Background: an optimization exercise with open tools, aiming at small area, a short achievable clock period and few clock cycles per item. Do not read the settings as production practice.
Function was checked by simulation only, so behaviour that the tests miss may differ from the original.

wip/raven:
==> flow/design.v <==
`timescale 1ns / 1ps
module FP16_div(
    input [15:0]data_dividend,
    input [15:0]data_divisor,
    input input_valid,
    input clk,
    input rst,
    output [15:0]data_q,
    output reg output_update,
    output reg idle
    );
    reg found;               
    reg st;                  
    reg qr1, qr2;            
    reg s;                   
    reg rnd;                 
    reg ltr;                 
    reg [11:0] X;            
    reg [10:0] D;            
    reg [6:0] E;             
    reg [9:0] M;             
    wire busy = ~idle;
    wire load = input_valid & idle;
    wire [4:0] ea = data_dividend[14:10];
    wire [4:0] eb = data_divisor[14:10];
    wire ea_nz = |ea;
    wire eb_nz = |eb;
    wire lt = ea_nz & eb_nz & (data_dividend[9:6] < data_divisor[9:6]);
    wire [11:0] X_in = lt ? {1'b1, data_dividend[9:0], 1'b0} : {1'b0, ea_nz, data_dividend[9:0]};
    wire [10:0] D_in = {eb_nz, data_divisor[9:0]};
    wire [4:0] ex = {ea[4:1], ea[0] | ~ea_nz};
    wire [4:0] ed = {eb[4:1], eb[0] | ~eb_nz};
    wire [6:0] E_in = {2'b00, ex} + {2'b00, ~ed} + 7'b1110000;    
    wire [11:0] nD = ~{1'b0, D};
    wire [11:0] X2 = {X[10:0], 1'b0};
    wire [11:0] A = X[11:0] + nD + 12'd1;                      
    wire [11:0] B = X2 + nD + 12'd1;                           
    wire [11:0] D2 = {D, 1'b0};
    wire [11:0] Dd = {1'b0, D};
    wire [11:0] X2c = {X[10:0], 1'b1};
    wire [11:0] cs_s = X2c ^ Dd ^ D2;
    wire [11:0] cs_c = (X2c & ~(Dd & D2)) | ~(Dd | D2);
    wire [11:0] C = cs_s + {cs_c[10:0], 1'b0} + 12'd1;         
    wire q1 = ~A[11];
    wire q2 = q1 ? ~C[11] : ~B[11];
    wire [10:0] P_hi = C[11] ? {A[9:0], 1'b0} : C[10:0];      
    wire [10:0] P_lo = B[11] ? {X[9:0], 1'b0} : B[10:0];      
    wire [10:0] P = q1 ? P_hi : P_lo;
    wire Dz = ~|D;
    wire dn = ~D[10];
    wire signed [6:0] Es = E;
    wire e_ovf = ltr ? (Es >= 33) : (Es >= 32);
    wire e31 = E == 7'd31;
    wire e_zero = ltr ? (Es <= -10) : (Es <= -11);
    wire e_m10 = ltr ? (Es == -9) : (Es == -10);
    wire e_m9 = ltr ? (Es == -8) : (Es == -9);
    wire e_den = (Es >= -8) & (Es <= 1);
    wire e1 = E == 7'd1;
    wire e_m8 = Es == -8;
    wire e_m7 = Es == -7;
    wire [3:0] mk = 4'd2 - E[3:0];                    
    wire [10:0] marker = 11'd1 << mk;
    wire [6:0] Eadj = E + (dn ? 7'd1 : {6'b111111, qr2 | ~st});
    reg f2;
    reg [6:0] E2;
    reg [10:0] M2;
    always @(*) begin
        f2 = 1'b1;
        E2 = E;
        M2 = {M[8:0], qr1, qr2};
        if (~found) begin
            if (e_den) begin
                E2 = {6'd0, e1 & qr1};
                M2 = marker | {9'd0, qr1, qr2};
            end else if (qr1) begin
                M2 = {9'd0, 1'b1, qr2};
            end else if (qr2) begin
                E2 = Eadj;
                M2 = 11'd1;
            end else begin
                E2 = Eadj;
                M2 = 11'd0;
                f2 = 1'b0;
            end
        end
    end
    wire ovf = Dz | (~dn & (st ? (~found & e31 & qr1) : e_ovf));
    wire zero = ~dn & ~st & e_zero;
    wire fin_b = ~dn & (st ? (found ? M[8] : e_m8) : e_m10);               
    wire fin_a = ~dn & (st ? (found ? (M[7] & ~M[8]) : e_m7) : e_m9);     
    wire done = ovf | zero | fin_a | fin_b;
    always @(posedge clk) begin
        if (rst) begin
            idle <= 1'b1;
            output_update <= 1'b0;
        end else if (load) begin
            idle <= 1'b0;
            output_update <= 1'b0;
        end else begin
            idle <= idle | done;
            output_update <= busy & done;
        end
    end
    always @(posedge clk) begin
        if (load) begin
            X <= X_in;
            D <= D_in;
            st <= 1'b0;
        end else if (dn) begin
            D <= {D[9:0], 1'b0};
        end else begin
            X <= {P, 1'b0};
            st <= 1'b1;
        end
        if (load) ltr <= lt;
        qr1 <= q1;
        qr2 <= q2;
        rnd <= (fin_b & q1) | (fin_a & q2);
    end
    always @(posedge clk) begin
        if (load) begin
            s <= data_dividend[15] ^ data_divisor[15];
            E <= E_in;
            found <= 1'b0;
        end else if (ovf) begin
            E <= 7'd30;
        end else if (dn) begin
            E <= Eadj;
        end else if (~st) begin
            if (zero | fin_a | fin_b) E <= 7'd0;
            else if (ltr) E <= Eadj;
        end else begin
            E <= E2;
            found <= f2;
        end
    end
    always @(posedge clk) begin
        if (load)
            M <= 10'd0;
        else if (ovf)
            M <= 10'h3ff;
        else if (dn)
            M <= 10'd0;
        else if (~st)
            M <= {9'd0, fin_a & q1};
        else
            M <= fin_a ? {M2[8:0], q1} : M2[9:0];
    end
    wire [14:0] EM = {E[4:0], M};
    wire sat = EM == 15'h7bff;
    wire [14:0] V = EM + {14'd0, rnd & ~sat};
    wire rzero = ~|{EM, rnd};
    assign data_q = {s & ~rzero, V};
endmodule
clock: 5.0 ns
lec_check: 0
cap_margin: 20
core_margin: 2
core_utilization: 40
cts_buf_list: sky130_fd_sc_hd__clkbuf_8
cts_cluster_diameter: 200
cts_cluster_size: 50
setup_slack_margin: 1.65
slew_margin: 20
standard.sh (not shown) runs the stock make flow with config.mk's settings and CLKGATE_MAP_FILE= SYNTH_SCRIPT=/design/flow/synth_recipe.tcl, a recipe that flattens the netlist after the stock synthesis.
==> flow/flow/run.sh <==
#!/bin/bash
# Standard layout, with the port buffers made from buf_2 cells.
set -euo pipefail
export BUFFER_PORTS_ARGS="-buffer_cell sky130_fd_sc_hd__buf_2"
bash standard.sh > standard.log 2>&1
wip/raven reached the end of the flow, and the finished layout is clean on the timing, DRC and antenna checks.
Testbench counts of wip/raven, summed over its fixed seeds: cycles 48,597, items 8,000.
[inputs] wip/fjord vs wip/raven
==> flow/config.mk <==
export PLATFORM = sky130hd
export DESIGN_NAME = FP16_div
export DESIGN_NICKNAME = FP16_div
export VERILOG_FILES = /design/flow/design.v
export SDC_FILE = /design/flow/constraint.sdc
export NUM_CORES = 4
export LEC_CHECK = 0
export ABC_AREA = 1
export CAP_MARGIN = 20
export CORE_MARGIN = 2
export CORE_UTILIZATION = 40
export CTS_BUF_LIST = sky130_fd_sc_hd__clkbuf_4 sky130_fd_sc_hd__clkbuf_8
export SETUP_SLACK_MARGIN = 2.0
export SLEW_MARGIN = 20
--- outcome ---
Taking wip/raven as the reference, in wip/fjord worst-path maximum fanout moved down; count of sequential standard cells level; first-pass GRT wire length higher; net count of the mapped netlist has increased.
Note that the area of the multi-input gates recorded for wip/raven amounts to 0.939 times the value seen in wip/fjord.
In the flow results for wip/fjord and wip/raven, the highest clock rate is larger on wip/fjord.
When wip/fjord is measured against wip/raven, its growth of design area from synthesis to finish turns out 2.5 points lower.
Summary of the comparison: pin count of the biggest net entering global routing is lower in wip/fjord, relative to wip/raven.
Sort wip/fjord and wip/raven by met1 capacity usage during global routing, ascending, and wip/raven comes first.
[inputs] wip/xenon vs wip/fjord
==> flow/config.mk <==
export PLATFORM = sky130hd
export DESIGN_NAME = FP16_div
export DESIGN_NICKNAME = FP16_div
export VERILOG_FILES = /design/flow/design.v
export SDC_FILE = /design/flow/constraint.sdc
export NUM_CORES = 4
export LEC_CHECK = 0
export CAP_MARGIN = 20
export CORE_MARGIN = 2
export CORE_UTILIZATION = 40
export CTS_BUF_LIST = sky130_fd_sc_hd__clkbuf_4 sky130_fd_sc_hd__clkbuf_8
export SETUP_SLACK_MARGIN = 1.65
export SLEW_MARGIN = 20
### Flow results
- When wip/xenon is measured against wip/fjord, its design area turns out 9.1% lower.
- The area enclosed by the die boundary of wip/xenon falls short of that of wip/fjord by 1600 sq um.
- Detailed-routed wire length on met2 ends up lower on wip/xenon.
[inputs] wip/juniper vs wip/xenon
==> flow/flow/run.sh <==
#!/bin/bash
# Standard layout; the port buffers are placed by flow/bufports.tcl (buf_1 on
# inputs, buf_2 on outputs) instead of by the standard global-placement step.
set -euo pipefail
export DONT_BUFFER_PORTS=1
export PRE_GLOBAL_PLACE_TCL="$PWD/flow/bufports.tcl"
bash standard.sh > standard.log 2>&1
==> flow/flow/bufports.tcl (new file) <==
# Port buffers: buf_1 on the inputs, buf_2 on the outputs.
buffer_ports -inputs -buffer_cell sky130_fd_sc_hd__buf_1
buffer_ports -outputs -buffer_cell sky130_fd_sc_hd__buf_2
Results
- Relative to wip/xenon, number of cells upsized or downsized after cts has gone down in wip/juniper.
- The number of buffers and inverters on the critical path number comes out lower for wip/juniper vs wip/xenon.
- wip/juniper packs its core more loosely than wip/xenon.
- Compared wip/juniper vs wip/xenon, and sequential cell area share is up in wip/juniper.
- A origin of the worst setup path of M[2] is what wip/juniper shows, while M[3] belongs to wip/xenon.
- On upper clock frequency limit, wip/juniper tracks wip/xenon almost exactly.

==> port drivers added, routing unchanged <==
No port has a modelled driver above. Below, the same layouts with a new extraction and two added sets of constraints.
Step 1 (the two cells are an assumption about what drives the block):
set clk [get_ports {clk}]
set_driving_cell -lib_cell sky130_fd_sc_hd__clkbuf_16 $clk
set_driving_cell -lib_cell sky130_fd_sc_hd__buf_2 [delete_from_list [all_inputs] $clk]
Step 2, shift: input delay + t, output delay - t, t = (earliest + latest rising clock arrival at the registers) / 2. This alone moves slack from input paths to output paths.
a / b / c = ideal / step 1 / step 2; a / b = the first two.
run | t (ns) | setup WS [ns] | worst register clock-pin slew, ns
wip/raven | 0.339 | 1.741 / 1.710 / 1.428 | 0.10 / 0.10
wip/fjord | 0.338 | 1.928 / 1.898 / 1.865 | 0.10 / 0.10
wip/xenon | 0.339 | 1.741 / 1.710 / 1.428 | 0.10 / 0.10
wip/juniper | 0.345 | 1.748 / 1.715 / 1.545 | 0.10 / 0.10
After both steps every run listed still meets setup and hold.
